Background: an optimization exercise with open tools, aiming at small area. Do not read the settings as production practice. Only simulation tests tie the RTL to the original design; equivalence was not proved. Power and IR drop assume default switching activity.

`flow/flow/run.sh`:
```
#!/bin/bash
# Own layout flow: the standard ORFS layout (standard.sh, run whole), with
# these changes passed as make variables:
#  - Yosys's ABC step maps the logic with the area-oriented script in
#    flow/abc_area.script (a copy of ORFS's scripts folder holds it);
#  - the port buffers are buf_2 cells;
#  - clock tree synthesis uses clkbuf_8 buffers, clusters of up to 20 sinks
#    and no dummy loads.
# make's output goes to flow_make.log; ORFS writes each step's log under orfs/logs.
set -euo pipefail
work=$(pwd)
rm -rf "$work/scripts_abc"
cp -r "$FLOW_HOME/scripts" "$work/scripts_abc"
cp "$work/flow/abc_area.script" "$work/scripts_abc/abc_area.script"
cp "$work/flow/abc_area.script" "$work/scripts_abc/abc_speed.script"
extra="SCRIPTS_DIR=$work/scripts_abc"
extra+=' BUFFER_PORTS_ARGS="-buffer_cell sky130_fd_sc_hd__buf_2"'
extra+=' CTS_ARGS="-sink_clustering_enable -repair_clock_nets -buf_list sky130_fd_sc_hd__clkbuf_8 -sink_clustering_size 20 -dont_use_dummy_load"'
while IFS= read -r line; do
  if [[ $line == "make -C "* ]]; then
    printf 'make %s %s\n' "$extra" "${line#make }"
  else
    printf '%s\n' "$line"
  fi
done < standard.sh > standard_own.sh
grep -q "^make SCRIPTS_DIR=" standard_own.sh
bash standard_own.sh > "$work/flow_make.log" 2>&1
```
`flow/config.mk`:
```
export PLATFORM = sky130hd
export DESIGN_NAME = PharmacyMem
export DESIGN_NICKNAME = PharmacyMem
export VERILOG_FILES = /design/flow/design.v
export SDC_FILE = /design/flow/constraint.sdc
export NUM_CORES = 4
export LEC_CHECK = 0
export ABC_AREA = 1
export CAP_MARGIN = 20
export CORE_MARGIN = 2
export CORE_UTILIZATION = 60
export GPL_TIMING_DRIVEN = 0
export SETUP_SLACK_MARGIN = 0
export SLEW_MARGIN = 20
```
`flow/design.v`:
```
`timescale 1ns / 1ps
module PharmacyMem(
    input [4:0] studentID ,
    input clk,
    input [1:0] mode ,  
    input [7:0] checkInTime,
    output reg [4:0] listOutput,
    output reg listBusy ,
    output reg ready,
    input rst  
	);
reg [3:0] last;           
reg [3:0] ptr;            
reg [12:0] slot [1:10];   
wire ins = (mode == 2'd2) && (last != 4'd10);
wire del = (mode == 2'd3) && (last != 4'd0);
wire mdel = (mode == 2'd3);
function lt8(input [7:0] a, input [7:0] b);
	integer j;
	begin
		lt8 = 1'b0;
		for (j = 0; j < 8; j = j + 1)
			lt8 = (~a[j] & b[j]) | ((~a[j] | b[j]) & lt8);
	end
endfunction
function [7:0] tm(input [12:0] e); tm = e[7:0]; endfunction
function nz(input [12:0] e); nz = |e[12:8]; endfunction
wire [3:0] sel = mode[1] ? last : ptr;
reg  [7:0] rtime;
reg  [4:0] rid;
integer r;
always @* begin
	rtime = 8'd0;
	rid = {5{sel == 4'd0}} & studentID;
	for (r = 1; r <= 10; r = r + 1) begin
		rtime = rtime | ({8{last == r}} & slot[r][7:0]);
		rid = rid | ({5{sel == r}} & slot[r][12:8]);
	end
end
wire [12:0] x = {rid, rtime};
wire [12:0] xw = {rid, rtime | ({8{last == 4'd0}} & checkInTime)};
wire [12:0] newe = {studentID, checkInTime};
reg [12:0] a [1:10];
reg za [1:10];
integer q;
always @* begin
	for (q = 1; q <= 10; q = q + 1) begin
		a[q] = (last == q - 1) ? newe : slot[q];
		za[q] = ins && (last >= q - 1) && nz(a[q]);
	end
end
wire c89 = lt8(tm(a[8]), tm(a[9]));
wire c67 = lt8(tm(a[6]), tm(a[7]));
wire i5 = za[10] && lt8(checkInTime, tm(slot[5]));
wire [12:0] b5  = (i5 || last == 4'd4) ? newe : slot[5];
wire [12:0] b10 = i5 ? slot[5] : a[10];
wire zb5 = za[5] || i5;
wire i4r = za[9] && lt8(tm(a[9]), tm(slot[4]));
wire i4l = za[8] && (i4r ? c89 : lt8(tm(a[8]), tm(slot[4])));
wire [12:0] t4 = i4r ? a[9] : a[4];
wire [12:0] b9 = i4r ? a[4] : a[9];
wire [12:0] b4 = i4l ? a[8] : t4;
wire [12:0] b8 = i4l ? t4 : a[8];
wire zb4 = za[4] || i4r || i4l;
wire i3r = za[7] && lt8(tm(a[7]), tm(slot[3]));
wire [7:0] t3 = i3r ? tm(a[7]) : tm(a[3]);
wire i3l = za[6] && lt8(tm(a[6]), t3);
wire zb3 = za[3] || i3r || i3l;
wire i2r = zb5 && lt8(tm(b5), tm(slot[2]));
wire c45 = lt8(tm(b4), tm(b5));
wire i2l = zb4 && (i2r ? c45 : lt8(tm(b4), tm(slot[2])));
wire zc2 = za[2] || i2r || i2l;
wire [7:0] u2 = tm(slot[2]), u3 = tm(slot[3]), u4 = tm(slot[4]), u5 = tm(slot[5]);
wire [7:0] u6 = tm(slot[6]), u7 = tm(slot[7]), u8 = tm(slot[8]), u9 = tm(slot[9]);
reg zd [1:10];
integer k;
always @* for (k = 1; k <= 10; k = k + 1) zd[k] = del && (k < last) && nz(slot[k]);
wire c23 = lt8(u2, u3), c32 = lt8(u3, u2);
wire c54 = lt8(u5, u4);
wire c76 = lt8(u7, u6);
wire c98 = lt8(u9, u8);
wire kl1 = zd[2] && (c23 || !zd[3]), kr1 = zd[3] && c32;
wire kl2 = zd[4] && (c45 || !zd[5]), kr2 = zd[5] && c54;
wire kl3 = zd[6] && (c67 || !zd[7]), kr3 = zd[7] && c76;
wire kl4 = zd[8] && (c89 || !zd[9]), kr4 = zd[9] && c98;
wire [7:0] m1 = kr1 ? u3 : u2;
wire [7:0] m2 = kr2 ? u5 : u4;
wire [7:0] m3 = kr3 ? u7 : u6;
wire [7:0] m4 = kr4 ? u9 : u8;
wire g1 = lt8(m1, rtime);
wire s1l = kl1 && g1, s1r = kr1 && g1;
wire [7:0] q2 = s1l ? rtime : u2;
wire [7:0] q3 = s1r ? rtime : u3;
wire g2 = lt8(m2, q2);
wire s2l = kl2 && g2, s2r = kr2 && g2;
wire g3 = lt8(m3, q3);
wire s3l = kl3 && g3, s3r = kr3 && g3;
wire [7:0] q4 = s2l ? q2 : u4;
wire g4 = lt8(m4, q4);
wire s4l = kl4 && g4, s4r = kr4 && g4;
reg sl [1:4];
reg sr [1:4];
always @* begin
	sl[1] = s1l; sr[1] = s1r;
	sl[2] = s2l; sr[2] = s2r;
	sl[3] = s3l; sr[3] = s3r;
	sl[4] = s4l; sr[4] = s4r;
end
wire [12:0] p1 = (mdel || last == 4'd0) ? xw : slot[1];
wire [12:0] d1 = sl[1] ? a[2] : (sr[1] ? a[3] : p1);
wire [12:0] d2 = sl[1] ? p1 : a[2];
wire [12:0] d3 = sr[1] ? p1 : a[3];
wire to_l2 = i2l || sl[2], to_r2 = (i2r && !i2l) || sr[2];
wire l_r2 = i2l && i2r, l_p2 = (i2l && !i2r) || sl[2], r_p2 = i2r || sr[2];
wire [12:0] n2 = to_l2 ? b4 : (to_r2 ? b5 : d2);
wire [12:0] n4 = l_r2 ? b5 : (l_p2 ? d2 : b4);
wire [12:0] n5 = r_p2 ? d2 : b5;
wire to_l3 = i3l || sl[3], to_r3 = (i3r && !i3l) || sr[3];
wire l_r3 = i3l && i3r, l_p3 = (i3l && !i3r) || sl[3], r_p3 = i3r || sr[3];
wire [12:0] n3 = to_l3 ? a[6] : (to_r3 ? a[7] : d3);
wire [12:0] n6 = l_r3 ? a[7] : (l_p3 ? d3 : a[6]);
wire [12:0] n7 = r_p3 ? d3 : a[7];
wire i1r = zb3 && lt8(tm(n3), tm(slot[1]));
wire i1l = zc2 && (i1r ? lt8(tm(n2), tm(n3)) : lt8(tm(n2), tm(slot[1])));
wire [12:0] t1 = i1r ? n3 : d1;
wire [12:0] h3 = i1r ? d1 : n3;
wire [12:0] h1 = i1l ? n2 : t1;
wire [12:0] h2 = i1l ? t1 : n2;
wire [12:0] f4 = sl[4] ? b8 : (sr[4] ? b9 : n4);
wire [12:0] f8 = sl[4] ? n4 : b8;
wire [12:0] f9 = sr[4] ? n4 : b9;
always @(posedge clk) begin
	slot[1] <= h1;  slot[2] <= h2;  slot[3] <= h3;  slot[4] <= f4;
	slot[5] <= n5;  slot[6] <= n6;  slot[7] <= n7;  slot[8] <= f8;
	slot[9] <= f9;  slot[10] <= b10;
	if (rst) begin
		last <= 4'd0;
		ptr <= 4'd1;
		listBusy <= 1'b0;
		ready <= 1'b0;
		listOutput <= 5'd0;
	end else if (ins) begin
		last <= last + 4'd1;
		ptr <= 4'd1;
		listBusy <= 1'b0;
	end else if (del) begin
		last <= last - 4'd1;
		ptr <= 4'd1;
		listBusy <= 1'b0;
	end else if (mode == 2'd0) begin
		if (ptr <= last) begin
			listBusy <= 1'b1;
			ready <= 1'b0;
			listOutput <= rid;
			ptr <= ptr + 4'd1;
		end else begin
			listBusy <= 1'b0;
			ready <= 1'b1;
			ptr <= 4'd1;
		end
	end
end
endmodule
```
`flow/standard.sh`:
```
#!/bin/bash
# synth_recipe.tcl (not shown) runs the flow's synth.tcl, then flattens the netlist and writes it again
# the make line also repeats each setting of config.mk as NAME=value (left out here)
make -C /OpenROAD-flow-scripts/flow DESIGN_CONFIG=/design/flow/config.mk WORK_HOME=/design/flow/orfs CLKGATE_MAP_FILE= SYNTH_SCRIPT=/design/flow/synth_recipe.tcl "${@:-finish}"
```
`flow/constraint.sdc`:
```
create_clock -name core_clock -period 11.0 [get_ports {clk}]
set_input_delay 2.2000 -clock core_clock [delete_from_list [all_inputs] [get_ports {clk}]]
set_output_delay 2.2000 -clock core_clock [all_outputs]
set_load 0.01 [all_outputs]
```
`flow/flow/abc_area.script`:
```
strash
dch
amap -m -F 3 -A 8 -C 1000
strash
dch
amap -m -F 3 -A 8 -C 1000
strash
dch
amap -m -F 3 -A 8 -C 1000
strash
dch
amap -m -F 3 -A 8 -C 1000
strash
dch
amap -m -F 3 -A 8 -C 1000
strash
dch
amap -m -F 3 -A 8 -C 1000
strash
dch
amap -m -F 3 -A 8 -C 1000
topo
stime -c
buffer -c
upsize -c
dnsize -c
```
==> notes.md, run 1 <==
| Item | This run | Unit |
|:---|:---|:---|
| Fraction of registers with async set/reset | 0 | % |
| Final Hold Viols | 0 | - |
| Most common flop cell mapped by yosys | sky130_fd_sc_hd__dfxtp_1 | - |
| Maximum fanout along the worst path | 10 | - |
| Library cells used by synthesis | 65 | - |
| Part of the cycle the worst path needs | 96.61 | % |
| Area fraction in and, or, nand and nor cells after synthesis | 10.36 | % |
| Fraction of synthesized area in multiplexers | 0 | % |
| Synthesized-area fraction occupied by ao, oa, aoi and oai cells | 50.58 | % |
| Maximum level of the CTS H-tree | 4 | - |
| CTS buffer count | 17 | - |
| Core area | 18020 | um2 |
| Post-CTS clock slew at the launch and capture registers of the worst setup and hold paths | 0.07 | ns |
| Overflow left after global routing | 0 | - |
| Setup Total Neg Slack | 0 | ns |
| Unrepaired setup endpoints after global routing | no | - |
| Width of the die | 139.9 | um |
| Via count of the first global-routing pass | 13.13k | - |
| Area Overhead vs Synth | 5.376 | % |
| Routed length per placed instance | 27.79 | um |
| Worst hold-check path type | reg2reg | - |
| Tot Pwr | 3.639 | mW |
| Post-cts gate resize count | 0 | - |
| DRC violations left | 0 | - |
| Leakage dissipation | 4.438 | nW |
| VDD IR max | 0.1991 | mV |
| XOR/XNOR Fraction of Synth Area | 0 | % |
| EDFF count, synth | 8 | - |
| Mapped cell area | 11080 | um2 |
| Kind of start point of the critical path | input port | - |
| Mean post-synth cell area | 7.143 | um2 |
| F_max | 94.10 | MHz |
| Slew HR | 17.86 | % |
| Kind of capture point of the worst setup path | flip-flop | - |
| Global-route wire length before repair | 75.86 | mm |
| DRC violation total after the first TritonRoute iteration | 3846 | - |
| Critical path origin | mode[1] | - |
| Slowest CP cell | sky130_fd_sc_hd__clkbuf_1 | - |
| Yosys reg bits | 145 | - |
| Clock buffer depth | 2 | - |
| Overall routed net length | 50.28 | mm |
| Setup Viol. Count Final | 0 | - |
| Vias per cell | 8.069 | - |
| Clock tree skew after final layout | 0.03059 | ns |
| Number of nets in the final layout | 1608 | - |
| Largest net degree at the start of global routing | 17 | - |
| Yosys warning total | 7 | - |
| Postcts setup bufs | 0 | - |
| Time the final worst path needs with I/O delays and setup | 10.63 | ns |
| Setup slack on the worst flop-to-flop path | 1.08 | ns |
| Most common cell after layout, fill and taps aside | sky130_fd_sc_hd__o22ai_1 | - |
| Critical R2R Launch | last[0] | - |
| Root Buffer Master | sky130_fd_sc_hd__clkbuf_8 | - |
| Path depth of the worst reg2reg path | 44 | - |
| Die height | 139.9 | um |
| Total routing usage reported by global routing | 49.78 | % |
| Ratio of cells with drive above 1 in the final layout | 6.835 | % |
| Status | complete, no violations | - |
| Dominant combinational cell family by area after synthesis | compound AO/OA/AOI/OAI gates | - |
| Final weighted congestion in routability-driven placement | 1.137 | - |
| Antenna Violating Nets Remaining | 0 | - |
| Initial core utilization | 61.46 | % |
| Number of port buffers | 12 | - |
| Net count of the mapped netlist | 1577 | - |
| TritonCTS clock tree | built | - |
| Hold bufs inserted after CTS | 0 | - |
| Initial DRT Pass Iterations | 13 | - |
| Arrival time at the worst endpoint | 10.97 | ns |
| Clock insertion delay at the later pin of the skew report | 0.50 | ns |
| Pin slew with the least headroom to its limit | 1.222 | ns |
| Via count | 14.60k | - |
| Final-report max-slew violation count | 0 | - |
| Power per standard cell area | 311.8 | nW/um2 |
| TritonCTS sink count | 145 | - |
| Reg-to-Reg End | slot[4][12] | - |
| Number of filler cells placed in the layout | 1709 | - |
| Post-synthesis share of cell area spent on full adders, half adders and majority gates | 1.016 | % |
| Data required, critical path | 11.34 | ns |
| Type of the worst setup path | in2reg | - |
| Number of standard cells after synthesis | 1551 | - |
| FP Rows | 49 | - |
| N_diodes | 0 | - |
| Critical path capture point | slot[3][8] | - |
| Peak per-stage delay on the critical path | 0.53 | ns |
| Initial antenna violation count | 0 | - |
| Share of synthesized area occupied by flip-flops and latches | 26.93 | % |
| Maximum Capacitance Violations | 0 | - |
| Die outline area | 19570 | um2 |
| Dpl hpwl | 39.13 | mm |
| Number of primary I/O pins | 24 | - |
| Top library cells by usage in the layout, fill and taps aside | sky130_fd_sc_hd__o22ai_1, sky130_fd_sc_hd__inv_1, sky130_fd_sc_hd__dfxtp_1, sky130_fd_sc_hd__nor2_1, sky130_fd_sc_hd__o21ai_0 | - |
[worst min-delay path by stage]
| stage | from | to | depth (start not counted) |
|---|---|---|---|
| after floorplan | ptr[3] | ptr[3] | 1 |
| after global placement | listOutput[1] | listOutput[1] | 2 |
| after detailed placement | listOutput[0] | listOutput[0] | 2 |
| after CTS | listOutput[0] | listOutput[0] | 2 |
| after global routing | listOutput[0] | listOutput[0] | 2 |
| final | listOutput[0] | listOutput[0] | 2 |
[where the power goes]
group | internal, mW | switching (mW)
combinational | 0.827 | 1.40
clock | 0.136 | 0.202
sequential | 0.764 | 0.313
total | 1.73 | 1.91
[critical path, delay by kind of cell]
kind	cells	cell delay, ns
AOI/OAI and AO/OA	27	5.53
buffers and inverters	8	1.80
and+or+nand+nor	8	1.38
[metrics by stage]
step | instances | hold slack [ns] | area [um2] | worst slack (ns) | utilization [%]
after floorplan | 1551 | 0.4609 | 11080 | 2.836 | -
after global placement | 1792 | 0.4302 | 11420 | 0.6998 | 63.38
after detailed placement | 1792 | 0.4375 | 11440 | 0.5432 | 63.47
after CTS | 1809 | 0.4539 | 11670 | 0.9896 | 64.76
after global routing | 1809 | 0.4743 | 11670 | 0.06509 | 64.76
final | 1809 | 0.4509 | 11670 | 0.3734 | 64.76
[registers in the layout, summed over array words and instances (netlist names)]
register and count:
ready 1, listBusy 1, ptr 4, slot 130, listOutput 5, last 4
[kinds of logic after synthesis]
logic type | after synthesis
AO/OA/AOI/OAI | 823
AND/OR/NAND/NOR | 255
adder cells (fa/ha/maj) | 9
buffers and inverters | 319
flip-flops | 145
[Yosys cell counts, types with 3 or more instances]
cell,count,area (um2)
sky130_fd_sc_hd__ha_1,9,112.6
sky130_fd_sc_hd__a22o_1,5,43.79
sky130_fd_sc_hd__o21a_1,10,75.07
sky130_fd_sc_hd__a21oi_1,75,375.4
sky130_fd_sc_hd__buf_2,10,50.05
sky130_fd_sc_hd__o2111ai_1,3,26.28
sky130_fd_sc_hd__clkinv_1,6,22.52
sky130_fd_sc_hd__nor3_1,17,85.08
sky130_fd_sc_hd__a211oi_1,11,82.58
sky130_fd_sc_hd__clkbuf_1,69,259.0
sky130_fd_sc_hd__nor2_1,127,476.7
sky130_fd_sc_hd__nor2_4,5,56.30
sky130_fd_sc_hd__o21ai_1,11,55.05
sky130_fd_sc_hd__a31oi_1,5,31.28
sky130_fd_sc_hd__nand4_1,3,18.77
sky130_fd_sc_hd__clkbuf_2,3,15.01
sky130_fd_sc_hd__buf_4,5,37.54
sky130_fd_sc_hd__dfxtp_1,137,2743
sky130_fd_sc_hd__o22a_1,35,306.5
sky130_fd_sc_hd__or2_2,5,31.28
sky130_fd_sc_hd__inv_1,193,724.4
sky130_fd_sc_hd__inv_2,25,93.84
sky130_fd_sc_hd__a222oi_1,46,460.4
sky130_fd_sc_hd__and3_1,4,25.02
sky130_fd_sc_hd__nand2_1,60,225.2
sky130_fd_sc_hd__a221oi_1,22,192.7
sky130_fd_sc_hd__buf_1,8,30.03
sky130_fd_sc_hd__o21ai_2,4,35.03
sky130_fd_sc_hd__a22oi_1,27,202.7
sky130_fd_sc_hd__edfxtp_1,8,240.2
sky130_fd_sc_hd__a21oi_2,3,26.28
sky130_fd_sc_hd__a2111oi_0,3,26.28
sky130_fd_sc_hd__o21ai_0,77,385.4
sky130_fd_sc_hd__nand3_1,15,75.07
sky130_fd_sc_hd__o211ai_1,4,30.03
sky130_fd_sc_hd__o221ai_1,52,455.4
sky130_fd_sc_hd__o22ai_1,409,2559
sky130_fd_sc_hd__nor2_2,4,25.02
[final cells by class]
| type | instances | area [um2] | area share, % |
|---|---|---|---|
| clock buffers | 17 | 234.0 | 2.004 |
| well taps | 229 | 286.5 | 2.454 |
| repair buffers | 12 | 60.06 | 0.5145 |
| plain buffers | 95 | 391.6 | 3.355 |
| inverters | 224 | 840.8 | 7.203 |
| multi-input cells | 1087 | 6878 | 58.92 |
| flip-flops and latches | 145 | 2983 | 25.55 |
[per-layer routing]
metal  wire length, um  vias up  GRT usage [%]
met3              8265      333          15.00
met4              3643        0          26.84
li1                  -     6188              -
met2             20520     1605          73.48
met5                 0        -              0
met1             17850     6471          65.25
==> inputs of run 2 (changes only) <==
--- a/flow/flow/abc_area.script
+++ b/flow/flow/abc_area.script
@@ -1,2 +1,17 @@
+strash
+dch
+amap -m -F 3 -A 8 -C 1000
+strash
+dch
+amap -m -F 3 -A 8 -C 1000
+strash
+dch
+amap -m -F 3 -A 8 -C 1000
+strash
+dch
+amap -m -F 3 -A 8 -C 1000
+strash
+dch
+amap -m -F 3 -A 8 -C 1000
 strash
 dch
@@ -22,5 +37,4 @@
 topo
 stime -c
-buffer -c
 upsize -c
 dnsize -c
--- a/flow/config.mk
+++ b/flow/config.mk
@@ -9,6 +9,6 @@
 export CAP_MARGIN = 20
 export CORE_MARGIN = 2
-export CORE_UTILIZATION = 60
+export CORE_UTILIZATION = 40
 export GPL_TIMING_DRIVEN = 0
-export SETUP_SLACK_MARGIN = 0
+export SETUP_SLACK_MARGIN = 0.2
 export SLEW_MARGIN = 20
==> notes.md, run 2 <==
| Item | This run | Unit |
|:---|:---|:---|
| Status | complete, no violations | - |
| Overflow left after global routing | 0 | - |
| Top cell type's share of synthesized area | 25.32 | % |
| Number of flip-flops in the largest register | 130 | - |
| Yosys reg bits | 145 | - |
| Library cells used by synthesis | 68 | - |
| Leakage dissipation | 3.967 | nW |
| Setup Viol. Count Final | 0 | - |
| Data required, critical path | 11.35 | ns |
| Slew HR | 20.73 | % |
| Yosys warning total | 7 | - |
| Worst Hold Slack | 0.4467 | ns |
| Routed length per placed instance | 26.62 | um |
| Number of port buffers | 23 | - |
| Initial antenna violation count | 0 | - |
| Root Buffer Master | sky130_fd_sc_hd__clkbuf_8 | - |
| Die outline area | 28410 | um2 |
| Time the final worst path needs with I/O delays and setup | 10.46 | ns |
| Largest net degree at the start of global routing | 39 | - |
| Maximum level of the CTS H-tree | 4 | - |
| Clock buffer depth | 2 | - |
| F_max | 95.59 | MHz |
| TritonCTS clock tree | built | - |
| Area Overhead vs Synth | 10.72 | % |
| Peak per-stage delay on the critical path | 0.45 | ns |
| Clock tree skew after final layout | 0.03338 | ns |
| Total routing usage reported by global routing | 33.35 | % |
| Maximum fanout along the worst path | 33 | - |
| Power per standard cell area | 303.2 | nW/um2 |
| Global-route wire length before repair | 73.73 | mm |
| Kind of capture point of the worst setup path | flip-flop | - |
| Share of synthesized area occupied by flip-flops and latches | 27.54 | % |
| Via count of the first global-routing pass | 12.53k | - |
| DRC violation total after the first TritonRoute iteration | 1952 | - |
| # placed instances | 1825 | - |
| Arrival time at the worst endpoint | 10.81 | ns |
| Core area | 26800 | um2 |
| Top cells by area, synth | sky130_fd_sc_hd__dfxtp_1, sky130_fd_sc_hd__o22ai_1, sky130_fd_sc_hd__clkinv_1 | - |
| Most common flop cell mapped by yosys | sky130_fd_sc_hd__dfxtp_1 | - |
| Unrepaired setup endpoints after global routing | no | - |
| Die height | 168.6 | um |
| Slowest CP cell | sky130_fd_sc_hd__a222oi_1 | - |
| Number of standard cells after synthesis | 1457 | - |
| Ratio of cells with drive above 1 in the final layout | 10.23 | % |
| Net count of the mapped netlist | 1483 | - |
| Overall routed net length | 49.68 | mm |
| Pin slew with the least headroom to its limit | 1.185 | ns |
| Final weighted congestion in routability-driven placement | 1.033 | - |
| CTS buffer count | 17 | - |
| Final Hold Viols | 0 | - |
| EDFF count, synth | 8 | - |
| Fraction of registers with async set/reset | 0 | % |
| N_diodes | 0 | - |
| Cell with the most instances after synthesis | sky130_fd_sc_hd__o22ai_1 | - |
| DRC violations left | 0 | - |
| Register name with the most flops | slot | - |
| Cell accounting for the most synthesized area | sky130_fd_sc_hd__dfxtp_1 | - |
| Maximum Capacitance Violations | 0 | - |
| Post-CTS clock slew at the launch and capture registers of the worst setup and hold paths | 0.06 | ns |
| Type of the worst setup path | in2reg | - |
| Layout Cells excl Fill | 1866 | - |
| Most common cell after layout, fill and taps aside | sky130_fd_sc_hd__o22ai_1 | - |
| Final-report max-slew violation count | 0 | - |
| Antenna Violating Nets Remaining | 0 | - |
| Kind of start point of the critical path | input port | - |
| Width of the die | 168.6 | um |
| TritonCTS sink count | 145 | - |
| Mean post-synth cell area | 7.435 | um2 |
| FP Rows | 60 | - |
| Number of nets in the final layout | 1553 | - |
| Top library cells by usage in the layout, fill and taps aside | sky130_fd_sc_hd__o22ai_1, sky130_fd_sc_hd__clkinv_1, sky130_fd_sc_hd__dfxtp_1, sky130_fd_sc_hd__nor2_1, sky130_fd_sc_hd__o21ai_0 | - |
| VDD IR max | 0.1386 | mV |
| Dpl hpwl | 36.49 | mm |
| Vias per cell | 7.341 | - |
| Part of the cycle the worst path needs | 95.10 | % |
| Mapped cell area | 10830 | um2 |
| Worst hold-check path type | reg2reg | - |
| Number of primary I/O pins | 24 | - |
| Initial core utilization | 40.42 | % |
| Clock insertion delay at the later pin of the skew report | 0.47 | ns |
| Initial DRT Pass Iterations | 9 | - |
| Most instantiated cells after synthesis | sky130_fd_sc_hd__o22ai_1, sky130_fd_sc_hd__clkinv_1, sky130_fd_sc_hd__dfxtp_1, sky130_fd_sc_hd__nor2_1, sky130_fd_sc_hd__o21ai_0 | - |
| Via count | 13.70k | - |
| Largest registers ranked by flip-flop count | slot (130), listOutput (5) | - |
run 2: cell count changes in the layout (fill, tap and decap cells not counted), sizes merged, moves of 8 or more:
cell,before,now
o21ai,94,122
inv,218,60
clkinv,6,148
clkbuf,89,17
nand2,60,84
buf,35,43
o22ai,410,385
run 2: final timing paths:
kind	from	end	slack, ns	cells after the start
worst max-delay path	mode[1]	slot[1][8]	0.54	49
worst min-delay path	listOutput[2]	listOutput[2]	0.45	2
worst min register to register	listOutput[2]	listOutput[2]	0.45	2
worst max register to register	last[0]	slot[1][12]	0.81	47
run 2: final cells by class:
type	instances	area, um2
sequential	145	2983
tap	341	426.7
inverter	211	864.6
fill	2761	14810
multi-input combinational	1109	7188
clock buffer	17	234.0
timing repair buffer	43	297.8
run 2: power breakdown:
group | internal, mW | total [mW] | switching [mW] | leakage (nW)
sequential | 0.767 | 1.11 | 0.347 | 1.23
clock | 0.136 | 0.329 | 0.193 | 0.122
combinational | 0.826 | 2.19 | 1.37 | 2.62
total | 1.73 | 3.64 | 1.91 | 3.97
run 2: critical path, delay by kind of cell:
kind	cells	cell delay [ns]
AOI/OAI and AO/OA	31	5.54
buffers and inverters	8	1.52
and+or+nand+nor	10	1.46
run 2: repair_timing:
| action | in CTS | in global routing |
|---|---|---|
| endpoints found under the setup margin | 26 | 34 |
| setup buffers | 0 | 16 |
| hold buffers | 0 | 0 |
| pin swaps | 1 | 9 |
| gates cloned | 2 | 6 |
| resized for setup | 3 | 16 |
run 2: cells by family (layout without fill, tap and decap cells):
logic type / after synthesis / count (layout) / share of synthesized area (%)
compound gates: 820 / 826 / 51.71
fa+ha+maj: 9 / 9 / 1.040
buf+inv: 211 / 271 / 7.877
flops: 145 / 145 / 27.54
simple gates: 272 / 274 / 11.84
run 2: metal layers:
| metal | wire, um | part of all wire, % | vias up | global-route usage (%) |
|---|---|---|---|---|
| li1 | - | - | 6134 | - |
| met1 | 19810 | 40 | 6376 | 43.02 |
| met2 | 21370 | 43 | 1000 | 52.60 |
| met3 | 4865 | 9.8 | 189 | 4.255 |
| met4 | 3639 | 7.3 | 0 | 21.89 |
| met5 | 0 | 0 | - | 0 |
run 2: stage by stage:
step	power, mW	setup TNS [ns]	utilization (%)	cell area (um2)	worst slack [ns]
finish	3.636	0	44.75	11990	0.5386
global route	3.855	0	44.75	11990	0.2043
detailed placement	3.158	-18.21	42.75	11460	-0.7817
CTS	3.504	0	43.74	11720	0.2526
global placement	3.143	-20.64	42.44	11370	-0.8058
floorplan	2.540	0	-	10830	2.072
==> inputs of run 3 (changes only) <==
--- a/flow/flow/abc_area.script
+++ b/flow/flow/abc_area.script
@@ -36,5 +36,2 @@
 amap -m -F 3 -A 8 -C 1000
 topo
-stime -c
-upsize -c
-dnsize -c
==> notes.md, run 3 <==
| Item | This run | Unit |
|:---|:---|:---|
| Setup Viol. Count Final | 0 | - |
| Overall routed net length | 51.13 | mm |
| Top cells by area, synth | sky130_fd_sc_hd__dfxtp_1, sky130_fd_sc_hd__o22ai_1, sky130_fd_sc_hd__clkinv_1 | - |
| Via count | 14.03k | - |
| Post-CTS clock slew at the launch and capture registers of the worst setup and hold paths | 0.07 | ns |
| Power per standard cell area | 303.6 | nW/um2 |
| Peak per-stage delay on the critical path | 0.53 | ns |
| Type of the worst setup path | in2reg | - |
| Number of port buffers | 23 | - |
| Initial antenna violation count | 0 | - |
| Clock buffer depth | 2 | - |
| Cell with the most instances after synthesis | sky130_fd_sc_hd__o22ai_1 | - |
| Most common cell after layout, fill and taps aside | sky130_fd_sc_hd__o22ai_1 | - |
| Final Hold Viols | 0 | - |
| Die outline area | 27500 | um2 |
| Number of filler cells placed in the layout | 2702 | - |
| Dpl hpwl | 36.88 | mm |
| Unrepaired setup endpoints after global routing | no | - |
| Final weighted congestion in routability-driven placement | 0.9942 | - |
| Number of nets in the final layout | 1569 | - |
| FP Rows | 59 | - |
| Clock tree skew after final layout | 0.04076 | ns |
| TritonCTS sink count | 145 | - |
| Area of combinational cells with multiple inputs | 7102 | um2 |
| Library cells used by synthesis | 45 | - |
| Fraction of registers with async set/reset | 0 | % |
| CTS buffer count | 17 | - |
| Register name with the most flops | slot | - |
| DRC violations left | 0 | - |
| Time the final worst path needs with I/O delays and setup | 10.61 | ns |
| Worst Hold Slack | 0.4538 | ns |
| Top cell type's share of synthesized area | 26.18 | % |
| Number of standard cells after synthesis | 1457 | - |
| Most instantiated cells after synthesis | sky130_fd_sc_hd__o22ai_1, sky130_fd_sc_hd__clkinv_1, sky130_fd_sc_hd__dfxtp_1, sky130_fd_sc_hd__nor2_1, sky130_fd_sc_hd__o21ai_0 | - |
| Mapped cell area | 10480 | um2 |
| Largest registers ranked by flip-flop count | slot (130), listOutput (5) | - |
| Tot Pwr | 3.648 | mW |
| Arrival time at the worst endpoint | 10.97 | ns |
| Via count of the first global-routing pass | 12.90k | - |
| Pin slew with the least headroom to its limit | 1.169 | ns |
| Global-route wire length before repair | 76.45 | mm |
| TritonCTS clock tree | built | - |
| Part of the cycle the worst path needs | 96.46 | % |
| Slew HR | 21.76 | % |
| Instance count along the most critical hold path | 2 | - |
| Core area | 25910 | um2 |
| N_diodes | 0 | - |
| Setup slack on the worst flop-to-flop path | 0.62 | ns |
| Leakage dissipation | 3.858 | nW |
| Total routing usage reported by global routing | 35.25 | % |
| Die height | 165.8 | um |
| Reg-to-Reg End | slot[1][12] | - |
| Number of flip-flops in the largest register | 130 | - |
| Initial DRT Pass Iterations | 7 | - |
| Area Overhead vs Synth | 14.66 | % |
| Mean post-synth cell area | 7.191 | um2 |
| Share of synthesized area occupied by flip-flops and latches | 28.47 | % |
| Slowest CP cell | sky130_fd_sc_hd__nor3_4 | - |
| Antenna Violating Nets Remaining | 0 | - |
| Final core utilization | 46.37 | % |
| Width of the die | 165.8 | um |
| Net count of the mapped netlist | 1483 | - |
| Initial core utilization | 40.44 | % |
| Worst hold-check path type | reg2reg | - |
| Cell accounting for the most synthesized area | sky130_fd_sc_hd__dfxtp_1 | - |
| Largest net degree at the start of global routing | 34 | - |
| EDFF count, synth | 8 | - |
| DRC violation total after the first TritonRoute iteration | 2053 | - |
| Maximum level of the CTS H-tree | 4 | - |
| Most common flop cell mapped by yosys | sky130_fd_sc_hd__dfxtp_1 | - |
| Maximum fanout along the worst path | 26 | - |
| Pre-CTS setup slack | -3.477 | ns |
| Final-report max-slew violation count | 0 | - |
| Path depth of the worst reg2reg path | 50 | - |
| Status | complete, no violations | - |
| Setup slack after layout | 0.3899 | ns |
| Routed length per placed instance | 27.25 | um |
| Critical R2R Launch | last[3] | - |
| WHS Endpoint | listOutput[3] | - |
| Setup Total Neg Slack | 0 | ns |
| Startpoint of the most critical hold path | listOutput[3] | - |
| Data required, critical path | 11.36 | ns |
| Yosys warning total | 7 | - |
| Root Buffer Master | sky130_fd_sc_hd__clkbuf_8 | - |
| Yosys reg bits | 145 | - |
| VDD IR max | 0.1413 | mV |
| Ratio of cells with drive above 1 in the final layout | 9.799 | % |
| Top library cells by usage in the layout, fill and taps aside | sky130_fd_sc_hd__o22ai_1, sky130_fd_sc_hd__clkinv_1, sky130_fd_sc_hd__dfxtp_1, sky130_fd_sc_hd__nor2_1, sky130_fd_sc_hd__o21ai_0 | - |
| Number of primary I/O pins | 24 | - |
| Clock insertion delay at the later pin of the skew report | 0.47 | ns |
| Vias per cell | 7.478 | - |
| Total area of sequential cells | 2983 | um2 |
| Kind of start point of the critical path | input port | - |
| Most common cell type on the critical path | sky130_fd_sc_hd__o221ai_1 | - |
| Kind of capture point of the worst setup path | flip-flop | - |
| Maximum Capacitance Violations | 0 | - |
| Overflow left after global routing | 0 | - |
| F_max | 94.25 | MHz |
## run 3: per-stage QoR
step,area [um2],cells
final,12010,1876
after global routing,12010,1876
after CTS,11790,1862
after detailed placement,11260,1824
after global placement,11090,1815
after floorplan,10550,1457
## run 3: layer usage
metal / track usage (%) / part of all wire (%)
met4: 22.65 / 7.9
met5: 0 / 0
met1: 45.29 / 38
met3: 6.935 / 11
met2: 54.10 / 43
## run 3: how the worst max path moves through the flow
stage / start / cells after the start / endpoint
2_1_floorplan: mode[0] / 46 / slot[2][0]
3_3_place_gp: last[3] / 39 / slot[1][11]
3_5_place_dp: mode[1] / 46 / slot[1][12]
4_1_cts: mode[1] / 44 / slot[1][12]
5_1_grt: checkInTime[1] / 48 / slot[1][11]
6_report: mode[1] / 46 / slot[1][12]
## run 3: cell type report
type	count	share of cell area, %
multi-input combinational	1111	59.11
sequential	145	24.83
inverter	211	7.092
tap	335	3.489
timing repair buffer	56	3.468
clock buffer	17	1.948
timing repair inverter	1	0.06249
## run 3: power by group
group,internal [mW],switching (mW),total [mW]
clock network,0.136,0.190,0.327
registers,0.767,0.354,1.12
logic,0.820,1.38,2.20
## run 3: timing repair
action / in CTS / in global routing
setup endpoints to repair: 88 / 76
pin swaps: 11 / 6
hold buffers: 0 / 0
resized for setup: 36 / 31
cloned: 8 / 3
buffers inserted: 13 / 10
## run 3: logic make-up after synthesis
group | count (synthesis) | share of synthesized area, %
AOI/OAI and AO/OA | 820 | 52.14
and+or+nand+nor | 272 | 10.76
buffers and inverters | 211 | 7.559
DFF | 145 | 28.47
adders and majority gates | 9 | 1.075
## run 3: worst max-delay path, delay by kind of cell
family	cells	cell delay, ns
buf+inv	10	2.08
compound gates	27	4.93
simple gates	9	1.65
==> inputs of run 4 (changes only) <==
==> flow/flow/abc_area.script (replaced) <==
strash
dch
amap -m -F 3 -A 8 -C 1000
strash
dch
amap -m -F 3 -A 8 -C 1000
strash
dch
amap -m -F 3 -A 8 -C 1000
strash
dch
amap -m -F 3 -A 8 -C 1000
strash
dch
amap -m -F 3 -A 8 -C 1000
strash
dch
amap -m -F 3 -A 8 -C 1000
strash
dch
amap -m -F 3 -A 8 -C 1000
topo
stime -c
buffer -c
upsize -c
dnsize -c
==> notes.md, run 4 <==
| Item | This run | Unit |
|:---|:---|:---|
| Status | complete, no violations | - |
| Post-CTS clock slew at the launch and capture registers of the worst setup and hold paths | 0.09 | ns |
| Global-route wire length before repair | 81.91 | mm |
| Final Hold Viols | 0 | - |
| Ratio of cells with drive above 1 in the final layout | 7.522 | % |
| Clock tree skew after final layout | 0.04618 | ns |
| CTS buffer count | 17 | - |
| VDD IR max | 0.1221 | mV |
| Relative contribution of sequential cells to total power | 29.7 | % |
| Final core utilization | 43.89 | % |
| Initial antenna violation count | 0 | - |
| Maximum fanout along the worst path | 10 | - |
| Maximum Capacitance Violations | 0 | - |
| DRC violations left | 0 | - |
| Arrival time at the worst endpoint | 10.93 | ns |
| Overall routed net length | 55.99 | mm |
| Clock network fraction of total power | 9.4 | % |
| Via count | 14.30k | - |
| Worst Hold Slack | 0.4548 | ns |
| Kind of capture point of the worst setup path | flip-flop | - |
| Maximum level of the CTS H-tree | 4 | - |
| Net Sw Frac | 53.24 | % |
| Kind of start point of the critical path | input port | - |
| Final weighted congestion in routability-driven placement | 1.028 | - |
| Most instantiated cells after synthesis | sky130_fd_sc_hd__o22ai_1, sky130_fd_sc_hd__inv_1, sky130_fd_sc_hd__dfxtp_1, sky130_fd_sc_hd__nor2_1, sky130_fd_sc_hd__o21ai_0 | - |
| Width of the die | 170.4 | um |
| TritonCTS sink count | 145 | - |
| Unrepaired setup endpoints after global routing | no | - |
| Number of nets in the final layout | 1610 | - |
| Share of synthesized area occupied by flip-flops and latches | 26.93 | % |
| FP Rows | 60 | - |
| Library cells used by synthesis | 65 | - |
| Part of the cycle the worst path needs | 96.23 | % |
| Initial core utilization | 40.88 | % |
| Number of primary I/O pins | 24 | - |
| Setup Viol. Count Final | 0 | - |
| Clock buffer depth | 2 | - |
| Type of the worst setup path | in2reg | - |
| Setup Total Neg Slack | 0 | ns |
| N_diodes | 0 | - |
| Mapped cell area | 11080 | um2 |
| Number of standard cells after synthesis | 1551 | - |
| Largest net degree at the start of global routing | 17 | - |
| Internal cell power | 1.729 | mW |
| Number of filler cells placed in the layout | 2859 | - |
| Slew HR | 11.77 | % |
| TritonCTS clock tree | built | - |
| Routed length per placed instance | 28.65 | um |
| Peak per-stage delay on the critical path | 0.46 | ns |
| Yosys warning total | 7 | - |
| Worst hold-check path type | reg2reg | - |
| EDFF count, synth | 8 | - |
| Tot Pwr | 3.699 | mW |
| Die outline area | 29040 | um2 |
| Gate power share | 60.9 | % |
| Slowest CP cell | sky130_fd_sc_hd__a22oi_1 | - |
| Via count of the first global-routing pass | 13.09k | - |
| Largest registers ranked by flip-flop count | slot (130), listOutput (5) | - |
| Yosys reg bits | 145 | - |
| Number of port buffers | 12 | - |
| Final-report max-slew violation count | 0 | - |
| Net count of the mapped netlist | 1577 | - |
| Leakage dissipation | 4.468 | nW |
| Cell accounting for the most synthesized area | sky130_fd_sc_hd__dfxtp_1 | - |
| Root Buffer Master | sky130_fd_sc_hd__clkbuf_8 | - |
| Switching pwr | 1.969 | mW |
| Core area | 27100 | um2 |
| Antenna Violating Nets Remaining | 0 | - |
| Cell with the most instances after synthesis | sky130_fd_sc_hd__o22ai_1 | - |
| DRC violation total after the first TritonRoute iteration | 2510 | - |
| Number of flip-flops in the largest register | 130 | - |
| Register name with the most flops | slot | - |
| Fraction of registers with async set/reset | 0 | % |
| Clock insertion delay at the later pin of the skew report | 0.50 | ns |
| Top cell type's share of synthesized area | 24.76 | % |
| Pin slew with the least headroom to its limit | 1.316 | ns |
| Power per standard cell area | 310.9 | nW/um2 |
| Most common flop cell mapped by yosys | sky130_fd_sc_hd__dfxtp_1 | - |
| Area Overhead vs Synth | 7.376 | % |
| Data required, critical path | 11.34 | ns |
| Top library cells by usage in the layout, fill and taps aside | sky130_fd_sc_hd__o22ai_1, sky130_fd_sc_hd__inv_1, sky130_fd_sc_hd__dfxtp_1, sky130_fd_sc_hd__nor2_1, sky130_fd_sc_hd__o21ai_0 | - |
| Mean post-synth cell area | 7.143 | um2 |
| Most common cell after layout, fill and taps aside | sky130_fd_sc_hd__o22ai_1 | - |
| Top cells by area, synth | sky130_fd_sc_hd__dfxtp_1, sky130_fd_sc_hd__o22ai_1, sky130_fd_sc_hd__inv_1 | - |
| Total routing usage reported by global routing | 37.82 | % |
| Hold bufs inserted after CTS | 0 | - |
| Time the final worst path needs with I/O delays and setup | 10.59 | ns |
| F_max | 94.47 | MHz |
| Vias per cell | 7.320 | - |
| Initial DRT Pass Iterations | 7 | - |
| Dpl hpwl | 44.36 | mm |
| Overflow left after global routing | 0 | - |
| Die height | 170.4 | um |
| Most common cell type on the critical path | sky130_fd_sc_hd__a21oi_1 | - |
run 4: cell count changes after synthesis, moves of 25 or more:
cell,delta
sky130_fd_sc_hd__inv_1,+193
sky130_fd_sc_hd__clkbuf_1,+69
sky130_fd_sc_hd__clkinv_1,-205
sky130_fd_sc_hd__o21ai_0,-40
sky130_fd_sc_hd__inv_2,+25
run 4: final timing paths:
| kind | startpoint | to | slack, ns | cells after the start |
|---|---|---|---|---|
| worst min register to register | listOutput[3] | listOutput[3] | 0.45 | 2 |
| worst max register to register | last[3] | slot[1][12] | 1.16 | 42 |
| worst min-delay path | listOutput[3] | listOutput[3] | 0.45 | 2 |
| worst max-delay path | mode[1] | slot[1][12] | 0.41 | 42 |
run 4: metal layers:
metal  GRT usage (%)  vias up  routed length [um]
met2           57.72     1139               23510
li1                -     6185                   -
met4           21.74        0                3857
met1           49.18     6747               22390
met5               0        -                   0
met3           8.186      233                6227
run 4: critical path: cells and delay by family:
family	cells	cell delay, ns
AOI/OAI and AO/OA	27	5.70
and+or+nand+nor	8	1.72
buffers and inverters	7	1.28
run 4: power by group through the flow:
stage               sequential, mW  combinational [mW]  clock [mW]
floorplan                    0.929                1.61           0
global placement              1.09                2.15           0
detailed placement            1.09                2.14           0
CTS                           1.07                2.15       0.349
global route                  1.10                2.40       0.366
finish                        1.10                2.25       0.348
run 4: kinds of logic (layout without fill, tap and decap cells):
family | count (synthesis) | in the layout | share of synthesized area, %
AOI/OAI and AO/OA | 823 | 823 | 50.58
buffers and inverters | 319 | 350 | 11.12
and+or+nand+nor | 255 | 255 | 10.36
DFF | 145 | 145 | 26.93
adders and majority gates | 9 | 9 | 1.017
run 4: cell type report:
cell class | instances | area (um2) | area share [%]
multi-input combinational | 1087 | 6899 | 58.00
sequential | 145 | 2983 | 25.08
inverter | 224 | 840.8 | 7.068
tap | 372 | 465.4 | 3.913
buffer | 95 | 397.9 | 3.345
clock buffer | 17 | 234.0 | 1.967
timing repair buffer | 14 | 75.07 | 0.6311
run 4: timing repair:
item | 4_1_cts | 5_1_grt
endpoints found under the setup margin | 0 | 48
setup buffers | 0 | 2
resized for setup | 0 | 13
run 4: through the flow:
stage	worst slack [ns]	cells	area [um2]
after CTS	0.6808	1952	11850
after global placement	0.1905	1935	11600
final	0.4148	1954	11900
after floorplan	2.836	1551	11080
after global routing	0.2591	1954	11900
after detailed placement	0.1984	1935	11620
==> inputs of run 5 (changes only) <==
--- a/flow/flow/run.sh
+++ b/flow/flow/run.sh
@@ -5,5 +5,5 @@
 #    flow/abc_area.script (a copy of ORFS's scripts folder holds it);
 #  - the port buffers are buf_2 cells;
-#  - clock tree synthesis uses clkbuf_8 buffers, clusters of up to 20 sinks
+#  - clock tree synthesis uses clkbuf_8 buffers, clusters of up to 40 sinks
 #    and no dummy loads.
 # make's output goes to flow_make.log; ORFS writes each step's log under orfs/logs.
@@ -16,5 +16,5 @@
 extra="SCRIPTS_DIR=$work/scripts_abc"
 extra+=' BUFFER_PORTS_ARGS="-buffer_cell sky130_fd_sc_hd__buf_2"'
-extra+=' CTS_ARGS="-sink_clustering_enable -repair_clock_nets -buf_list sky130_fd_sc_hd__clkbuf_8 -sink_clustering_size 20 -dont_use_dummy_load"'
+extra+=' CTS_ARGS="-sink_clustering_enable -repair_clock_nets -buf_list sky130_fd_sc_hd__clkbuf_8 -sink_clustering_size 40 -dont_use_dummy_load"'
 while IFS= read -r line; do
   if [[ $line == "make -C "* ]]; then
--- a/flow/flow/abc_area.script
+++ b/flow/flow/abc_area.script
@@ -1,2 +1,17 @@
+strash
+dch
+amap -m -F 3 -A 8 -C 1000
+strash
+dch
+amap -m -F 3 -A 8 -C 1000
+strash
+dch
+amap -m -F 3 -A 8 -C 1000
+strash
+dch
+amap -m -F 3 -A 8 -C 1000
+strash
+dch
+amap -m -F 3 -A 8 -C 1000
 strash
 dch
==> notes.md, run 5 <==
| Item | This run | Unit |
|:---|:---|:---|
| Number of standard cells after synthesis | 1554 | - |
| FP Rows | 60 | - |
| Root Buffer Master | sky130_fd_sc_hd__clkbuf_8 | - |
| Pin slew with the least headroom to its limit | 1.299 | ns |
| Power per standard cell area | 314.3 | nW/um2 |
| Initial DRT Pass Iterations | 9 | - |
| Number of flip-flops in the largest register | 130 | - |
| Number of port buffers | 14 | - |
| WHS Endpoint | listOutput[4] | - |
| Top library cells by usage in the layout, fill and taps aside | sky130_fd_sc_hd__o22ai_1, sky130_fd_sc_hd__inv_1, sky130_fd_sc_hd__dfxtp_1, sky130_fd_sc_hd__nor2_1, sky130_fd_sc_hd__o21ai_0 | - |
| Setup Viol. Count Final | 0 | - |
| TritonCTS clock tree | built | - |
| Setup slack on the worst flop-to-flop path | 1.18 | ns |
| Kind of start point of the critical path | input port | - |
| Antenna Violating Nets Remaining | 0 | - |
| Post-CTS clock slew at the launch and capture registers of the worst setup and hold paths | 0.06 | ns |
| Final Hold Viols | 0 | - |
| F_max | 94.74 | MHz |
| Final weighted congestion in routability-driven placement | 1.006 | - |
| # placed instances | 1910 | - |
| Clock insertion delay at the later pin of the skew report | 0.49 | ns |
| Overflow left after global routing | 0 | - |
| VDD IR max | 0.1061 | mV |
| Gate power share | 60.5 | % |
| Most instantiated cells after synthesis | sky130_fd_sc_hd__o22ai_1, sky130_fd_sc_hd__inv_1, sky130_fd_sc_hd__dfxtp_1, sky130_fd_sc_hd__nor2_1, sky130_fd_sc_hd__o21ai_0 | - |
| Relative contribution of sequential cells to total power | 30.3 | % |
| Library cells used by synthesis | 64 | - |
| Global-route wire length before repair | 84.22 | mm |
| Arrival time at the worst endpoint | 10.93 | ns |
| Switching pwr | 1.995 | mW |
| Area Overhead vs Synth | 7.405 | % |
| Cell with the most instances after synthesis | sky130_fd_sc_hd__o22ai_1 | - |
| Tot Pwr | 3.707 | mW |
| Post-cts gate resize count | 0 | - |
| Largest net degree at the start of global routing | 17 | - |
| Yosys warning total | 7 | - |
| DP Area | 11500 | um2 |
| Most common flop cell mapped by yosys | sky130_fd_sc_hd__dfxtp_1 | - |
| Mean post-synth cell area | 7.068 | um2 |
| Unrepaired setup endpoints after global routing | no | - |
| Via count of the first global-routing pass | 12.91k | - |
| N_diodes | 0 | - |
| Total routing usage reported by global routing | 39.34 | % |
| Top cell type's share of synthesized area | 24.97 | % |
| Maximum fanout along the worst path | 10 | - |
| Core area | 26950 | um2 |
| Final-report max-slew violation count | 0 | - |
| Clock network fraction of total power | 9.2 | % |
| Post-route cell area | 11800 | um2 |
| Clock buffer depth | 2 | - |
| Setup Total Neg Slack | 0 | ns |
| Via count | 14.24k | - |
| Hold bufs inserted after CTS | 0 | - |
| Top cells by area, synth | sky130_fd_sc_hd__dfxtp_1, sky130_fd_sc_hd__o22ai_1, sky130_fd_sc_hd__inv_1 | - |
| DRC violation total after the first TritonRoute iteration | 2604 | - |
| Number of primary I/O pins | 24 | - |
| Overall routed net length | 57.49 | mm |
| Routed length per placed instance | 29.83 | um |
| EDFF count, synth | 8 | - |
| Most common cell type on the critical path | sky130_fd_sc_hd__o221ai_1 | - |
| Register name with the most flops | slot | - |
| Postcts setup bufs | 0 | - |
| Instance count along the most critical hold path | 2 | - |
| Maximum Capacitance Violations | 0 | - |
| Die height | 169.7 | um |
| TritonCTS sink count | 145 | - |
| Path depth of the worst reg2reg path | 51 | - |
| Yosys reg bits | 145 | - |
| Layout Cells excl Fill | 1927 | - |
| CTS buffer count | 17 | - |
| DRC violations left | 0 | - |
| Net count of the mapped netlist | 1580 | - |
| Die outline area | 28800 | um2 |
| Mapped cell area | 10980 | um2 |
| Share of synthesized area occupied by flip-flops and latches | 27.16 | % |
| Critical R2R Launch | last[0] | - |
| Maximum level of the CTS H-tree | 4 | - |
| Vias per cell | 7.391 | - |
| Part of the cycle the worst path needs | 95.96 | % |
| Number of nets in the final layout | 1614 | - |
| Internal cell power | 1.712 | mW |
| Ratio of cells with drive above 1 in the final layout | 7.377 | % |
| Data required, critical path | 11.38 | ns |
| Fraction of registers with async set/reset | 0 | % |
| Slowest CP cell | sky130_fd_sc_hd__o21ai_1 | - |
| Kind of capture point of the worst setup path | flip-flop | - |
| Reg-to-Reg End | slot[2][10] | - |
| Clock tree skew after final layout | 0.03649 | ns |
| Time the final worst path needs with I/O delays and setup | 10.56 | ns |
| Status | complete, no violations | - |
| Startpoint of the most critical hold path | listOutput[4] | - |
| Initial antenna violation count | 1 | - |
| Cell accounting for the most synthesized area | sky130_fd_sc_hd__dfxtp_1 | - |
| Type of the worst setup path | in2reg | - |
| Worst hold-check path type | reg2reg | - |
| Width of the die | 169.7 | um |
| Largest registers ranked by flip-flop count | slot (130), listOutput (5) | - |
| Initial core utilization | 40.75 | % |
| Peak per-stage delay on the critical path | 0.61 | ns |
| Net Sw Frac | 53.82 | % |
| Leakage dissipation | 4.498 | nW |
| Dpl hpwl | 46.55 | mm |
| Most common cell after layout, fill and taps aside | sky130_fd_sc_hd__o22ai_1 | - |
| Slew HR | 13.43 | % |
[run 5: how the worst max path moves through the flow]
stage	end	start	cells past startpoint	slack, ns
5_1_grt	slot[9][2]	checkInTime[0]	40	0.20
6_report	slot[2][10]	checkInTime[0]	47	0.44
3_3_place_gp	slot[9][2]	mode[1]	40	-1.03
3_5_place_dp	slot[2][7]	checkInTime[1]	50	-0.07
4_1_cts	slot[1][10]	checkInTime[1]	50	0.38
2_1_floorplan	slot[2][6]	checkInTime[1]	50	2.87
[run 5: through the flow]
stage / utilization, % / setup WS (ns) / hold slack (ns)
CTS: 43.56 / 0.3758 / 0.4529
detailed placement: 42.69 / -0.07184 / 0.4388
finish: 43.77 / 0.4443 / 0.4482
floorplan: - / 2.873 / 0.4620
global placement: 42.60 / -1.033 / 0.4287
global route: 43.77 / 0.1986 / 0.4862
[run 5: final cells by class]
class,count,area (um2)
plain buffers,97,407.9
clock buffers,17,234.0
fillers,2961,15150
inverters,211,792.0
multi-input cells,1101,6875
flip-flops and latches,145,2983
well taps,341,426.7
repair buffers,15,77.57
[run 5: power by group through the flow]
stage	Combinational [mW]	Clock, mW	Sequential, mW
detailed placement	2.13	0	1.10
floorplan	1.57	0	0.933
global placement	2.13	0	1.11
finish	2.24	0.341	1.12
CTS	2.14	0.342	1.09
global route	2.41	0.363	1.12
[run 5: routing by layer]
metal / vias to the layer above / track usage, % / part of all wire, %
met5: - / 0 / 0
met4: 0 / 18.39 / 5.8
met3: 210 / 8.652 / 12
met2: 1129 / 59.61 / 42
met1: 6709 / 53.14 / 41
li1: 6195 / - / -
[run 5: critical path, delay by kind of cell]
kind	cells	cell delay (ns)
compound gates	30	6.02
buf+inv	11	2.10
simple gates	6	0.59
[run 5: cell families after synthesis]
logic type / share of synthesized area, %
buffers and inverters: 10.82
AOI/OAI and AO/OA: 50.23
and+or+nand+nor: 10.77
adders and majority gates: 1.025
DFF: 27.16
==> inputs of run 6 (changes only) <==
--- a/flow/design.v
+++ b/flow/design.v
@@ -16,4 +16,18 @@
 wire del = (mode == 2'd3) && (last != 4'd0);
 wire mdel = (mode == 2'd3);
+function [3:0] inc4(input [3:0] v);
+	inc4 = {v[3] ^ (v[2] & v[1] & v[0]), v[2] ^ (v[1] & v[0]), v[1] ^ v[0], ~v[0]};
+endfunction
+function [3:0] dec4(input [3:0] v);
+	dec4 = {v[3] ^ ~(v[2] | v[1] | v[0]), v[2] ^ ~(v[1] | v[0]), v[1] ^ ~v[0], ~v[0]};
+endfunction
+function le4(input [3:0] a, input [3:0] b);
+	integer j;
+	begin
+		le4 = 1'b1;
+		for (j = 0; j < 4; j = j + 1)
+			le4 = (~a[j] & b[j]) | ((~a[j] | b[j]) & le4);
+	end
+endfunction
 function lt8(input [7:0] a, input [7:0] b);
 	integer j;
@@ -141,17 +155,17 @@
 		listOutput <= 5'd0;
 	end else if (ins) begin
-		last <= last + 4'd1;
+		last <= inc4(last);
 		ptr <= 4'd1;
 		listBusy <= 1'b0;
 	end else if (del) begin
-		last <= last - 4'd1;
+		last <= dec4(last);
 		ptr <= 4'd1;
 		listBusy <= 1'b0;
 	end else if (mode == 2'd0) begin
-		if (ptr <= last) begin
+		if (le4(ptr, last)) begin
 			listBusy <= 1'b1;
 			ready <= 1'b0;
 			listOutput <= rid;
-			ptr <= ptr + 4'd1;
+			ptr <= inc4(ptr);
 		end else begin
 			listBusy <= 1'b0;
--- a/flow/flow/run.sh
+++ b/flow/flow/run.sh
@@ -5,5 +5,5 @@
 #    flow/abc_area.script (a copy of ORFS's scripts folder holds it);
 #  - the port buffers are buf_2 cells;
-#  - clock tree synthesis uses clkbuf_8 buffers, clusters of up to 40 sinks
+#  - clock tree synthesis uses clkbuf_8 buffers, clusters of up to 20 sinks
 #    and no dummy loads.
 # make's output goes to flow_make.log; ORFS writes each step's log under orfs/logs.
@@ -16,5 +16,5 @@
 extra="SCRIPTS_DIR=$work/scripts_abc"
 extra+=' BUFFER_PORTS_ARGS="-buffer_cell sky130_fd_sc_hd__buf_2"'
-extra+=' CTS_ARGS="-sink_clustering_enable -repair_clock_nets -buf_list sky130_fd_sc_hd__clkbuf_8 -sink_clustering_size 40 -dont_use_dummy_load"'
+extra+=' CTS_ARGS="-sink_clustering_enable -repair_clock_nets -buf_list sky130_fd_sc_hd__clkbuf_8 -sink_clustering_size 20 -dont_use_dummy_load"'
 while IFS= read -r line; do
   if [[ $line == "make -C "* ]]; then
==> notes.md, run 6 <==
| Item | This run | Unit |
|:---|:---|:---|
| Most common flop cell mapped by yosys | sky130_fd_sc_hd__dfxtp_1 | - |
| Total area of sequential cells | 2983 | um2 |
| VDD IR max | 0.1388 | mV |
| Mean post-synth cell area | 7.152 | um2 |
| Width of the die | 168.7 | um |
| TritonCTS clock tree | built | - |
| F_max | 95.02 | MHz |
| Net Sw Frac | 53.44 | % |
| Total routing usage reported by global routing | 37.84 | % |
| Share of synthesized area occupied by flip-flops and latches | 27.49 | % |
| Largest registers ranked by flip-flop count | slot (130), listOutput (5) | - |
| DP Area | 11350 | um2 |
| Number of filler cells placed in the layout | 2862 | - |
| EDFF count, synth | 8 | - |
| Yosys reg bits | 145 | - |
| Clock tree skew after final layout | 0.04119 | ns |
| Library cells used by synthesis | 65 | - |
| Kind of start point of the critical path | input port | - |
| Number of flip-flops in the largest register | 130 | - |
| Slowest CP cell | sky130_fd_sc_hd__or4_4 | - |
| Net count of the mapped netlist | 1535 | - |
| Via count | 14.01k | - |
| Via count of the first global-routing pass | 12.72k | - |
| Yosys warning total | 7 | - |
| Clock buffer depth | 2 | - |
| DRC violations left | 0 | - |
| Number of port buffers | 14 | - |
| Top library cells by usage in the layout, fill and taps aside | sky130_fd_sc_hd__o22ai_1, sky130_fd_sc_hd__inv_1, sky130_fd_sc_hd__dfxtp_1, sky130_fd_sc_hd__nor2_1, sky130_fd_sc_hd__o21ai_0 | - |
| Most common cell after layout, fill and taps aside | sky130_fd_sc_hd__o22ai_1 | - |
| Pin slew with the least headroom to its limit | 1.053 | ns |
| Relative contribution of sequential cells to total power | 29.7 | % |
| Number of primary I/O pins | 24 | - |
| Setup slack after layout | 0.4755 | ns |
| Final weighted congestion in routability-driven placement | 0.9622 | - |
| Power per standard cell area | 309.8 | nW/um2 |
| Most common cell type on the critical path | sky130_fd_sc_hd__a211oi_1 | - |
| Clock network fraction of total power | 9.4 | % |
| Kind of capture point of the worst setup path | flip-flop | - |
| Initial antenna violation count | 0 | - |
| Overflow left after global routing | 0 | - |
| N_diodes | 0 | - |
| Die height | 168.7 | um |
| Largest net degree at the start of global routing | 17 | - |
| Area of combinational cells with multiple inputs | 6809 | um2 |
| Setup Viol. Count Final | 0 | - |
| Cell with the most instances after synthesis | sky130_fd_sc_hd__o22ai_1 | - |
| Leakage dissipation | 4.420 | nW |
| Final-report max-slew violation count | 0 | - |
| Cell accounting for the most synthesized area | sky130_fd_sc_hd__dfxtp_1 | - |
| Top cell type's share of synthesized area | 25.28 | % |
| Initial DRT Pass Iterations | 10 | - |
| Top cells by area, synth | sky130_fd_sc_hd__dfxtp_1, sky130_fd_sc_hd__o22ai_1, sky130_fd_sc_hd__inv_1 | - |
| Peak per-stage delay on the critical path | 0.45 | ns |
| TritonCTS sink count | 145 | - |
| Status | complete, no violations | - |
| DRC violation total after the first TritonRoute iteration | 2737 | - |
| Global-route wire length before repair | 81.28 | mm |
| Number of standard cells after synthesis | 1517 | - |
| FP Rows | 60 | - |
| Die outline area | 28460 | um2 |
| Gate power share | 60.9 | % |
| CTS buffer count | 17 | - |
| Core area | 26800 | um2 |
| Data required, critical path | 11.33 | ns |
| Dpl hpwl | 44.42 | mm |
| Maximum Capacitance Violations | 0 | - |
| Antenna Violating Nets Remaining | 0 | - |
| Final Hold Viols | 0 | - |
| Part of the cycle the worst path needs | 95.68 | % |
| Worst hold-check path type | reg2reg | - |
| Pre-CTS setup slack | -0.4085 | ns |
| Register name with the most flops | slot | - |
| Final core utilization | 44.02 | % |
| Vias per cell | 7.364 | - |
| Post-CTS clock slew at the launch and capture registers of the worst setup and hold paths | 0.08 | ns |
| Fraction of registers with async set/reset | 0 | % |
| Maximum level of the CTS H-tree | 4 | - |
| Mapped cell area | 10850 | um2 |
| Type of the worst setup path | in2reg | - |
| Arrival time at the worst endpoint | 10.85 | ns |
| Clock insertion delay at the later pin of the skew report | 0.48 | ns |
| Routed length per placed instance | 29.12 | um |
| Area Overhead vs Synth | 8.742 | % |
| Slew HR | 29.25 | % |
| Root Buffer Master | sky130_fd_sc_hd__clkbuf_8 | - |
| Internal cell power | 1.701 | mW |
| Switching pwr | 1.953 | mW |
| Ratio of cells with drive above 1 in the final layout | 9.161 | % |
| Initial core utilization | 40.48 | % |
| Time the final worst path needs with I/O delays and setup | 10.52 | ns |
| Hold bufs inserted after CTS | 0 | - |
| Most instantiated cells after synthesis | sky130_fd_sc_hd__o22ai_1, sky130_fd_sc_hd__inv_1, sky130_fd_sc_hd__dfxtp_1, sky130_fd_sc_hd__nor2_1, sky130_fd_sc_hd__o21ai_0 | - |
| Maximum fanout along the worst path | 10 | - |
| Overall routed net length | 55.39 | mm |
| Unrepaired setup endpoints after global routing | yes | - |
| Number of nets in the final layout | 1581 | - |
| Post-route cell area | 11800 | um2 |
==> run 6: changes by cell type after synthesis, sizes merged, moves of 8 or more <==
cell    delta
o21ai     -20
a21oi     -13
a221oi    -13
buf       -10
a22o       +8
ha         -8
==> run 6: timing repair <==
action,4_1_cts,5_1_grt
gates cloned,0,0
pin swaps,0,5
gates resized for setup,2,32
hold endpoints to repair,0,0
setup endpoints to repair,23,78
setup buffers,0,13
==> run 6: final cells by class <==
type,count,area share (%)
buffer,93,3.224
clock buffer,17,1.983
inverter,208,6.692
multi-input combinational,1070,57.72
sequential,145,25.28
tap,341,3.616
timing repair buffer,28,1.485
==> run 6: cells by family after synthesis <==
kind of cell	synth area share, %
simple gates	10.68
compound gates	51.06
flops	27.49
buf+inv	10.66
fa+ha+maj	0.1153
==> run 6: path summary, 6_finish.rpt <==
kind	from	to	slack (ns)	depth (start not counted)
setup / recovery	mode[1]	slot[1][10]	0.48	43
hold / removal	listOutput[1]	listOutput[1]	0.45	2
setup reg to reg	last[3]	slot[1][10]	1.27	41
hold reg to reg	listOutput[1]	listOutput[1]	0.45	2
==> run 6: per-layer routing <==
metal  GRT usage (%)  routed length (um)  up-vias
met4           17.73                3035        0
li1                -                   -     6108
met3           6.383                6324      178
met5               0                   0        -
met2           58.23               23510     1122
met1           51.62               22520     6598
==> run 6: through the flow <==
| step | hold slack, ns | setup TNS (ns) | power (mW) | instances |
|---|---|---|---|---|
| 2_1_floorplan | 0.4667 | 0 | 2.485 | 1517 |
| 4_1_cts | 0.4580 | 0 | 3.516 | 1889 |
| 6_report | 0.4530 | 0 | 3.654 | 1902 |
| 3_5_place_dp | 0.4389 | -18.59 | 3.173 | 1872 |
| 3_3_place_gp | 0.4295 | -12.10 | 3.190 | 1872 |
| 5_1_grt | 0.4843 | 0 | 3.848 | 1902 |
==> run 6: power groups by stage <==
stage          Clock, mW  Sequential [mW]  Combinational [mW]
6_report           0.345             1.09                2.22
5_1_grt            0.364             1.09                2.39
4_1_cts            0.344             1.07                2.10
3_5_place_dp           0             1.08                2.09
3_3_place_gp           0             1.08                2.11
2_1_floorplan          0            0.914                1.57
==> run 6: critical path: cells and delay by family <==
family	cells	cell delay (ns)
compound gates	24	4.61
simple gates	10	2.09
buf+inv	9	1.91

afterwards: timing with drivers on the ports:
The results above use ideal ports. As a check the final layouts listed here were re-extracted and re-timed, cells and wires unchanged.
Step 1 assumes that a clkbuf_16 drives the clock port and a buf_2 every other input.
Step 2 moves the port delays by t, midway between the first and last clock arrival at a register: inputs arrive t later, outputs are due t later. That takes back most of the time a late clock gives input paths.
Three values: ideal ports, drivers, drivers and shift; two values: the first two.
| run | shift t [ns] | setup WS [ns] | worst setup path at the end |
|---|---|---|---|
| run 1 | 0.534 | 0.373 / 0.397 / -0.138 | input to register |
| run 2 | 0.502 | 0.539 / 0.565 / 0.063 | input to register |
| run 3 | 0.496 | 0.390 / 0.412 / -0.084 | input to register |
| run 4 | 0.523 | 0.415 / 0.435 / -0.088 | input to register |
| run 5 | 0.512 | 0.444 / 0.453 / -0.060 | input to register |
| run 6 | 0.504 | 0.476 / 0.497 / -0.008 | input to register |
Met with ideal ports but missed after step 2: setup timing in 5 of these runs. The setup slack of run 1, which loses most, moves by +0.024 ns with the drivers and by -0.511 ns with both steps.
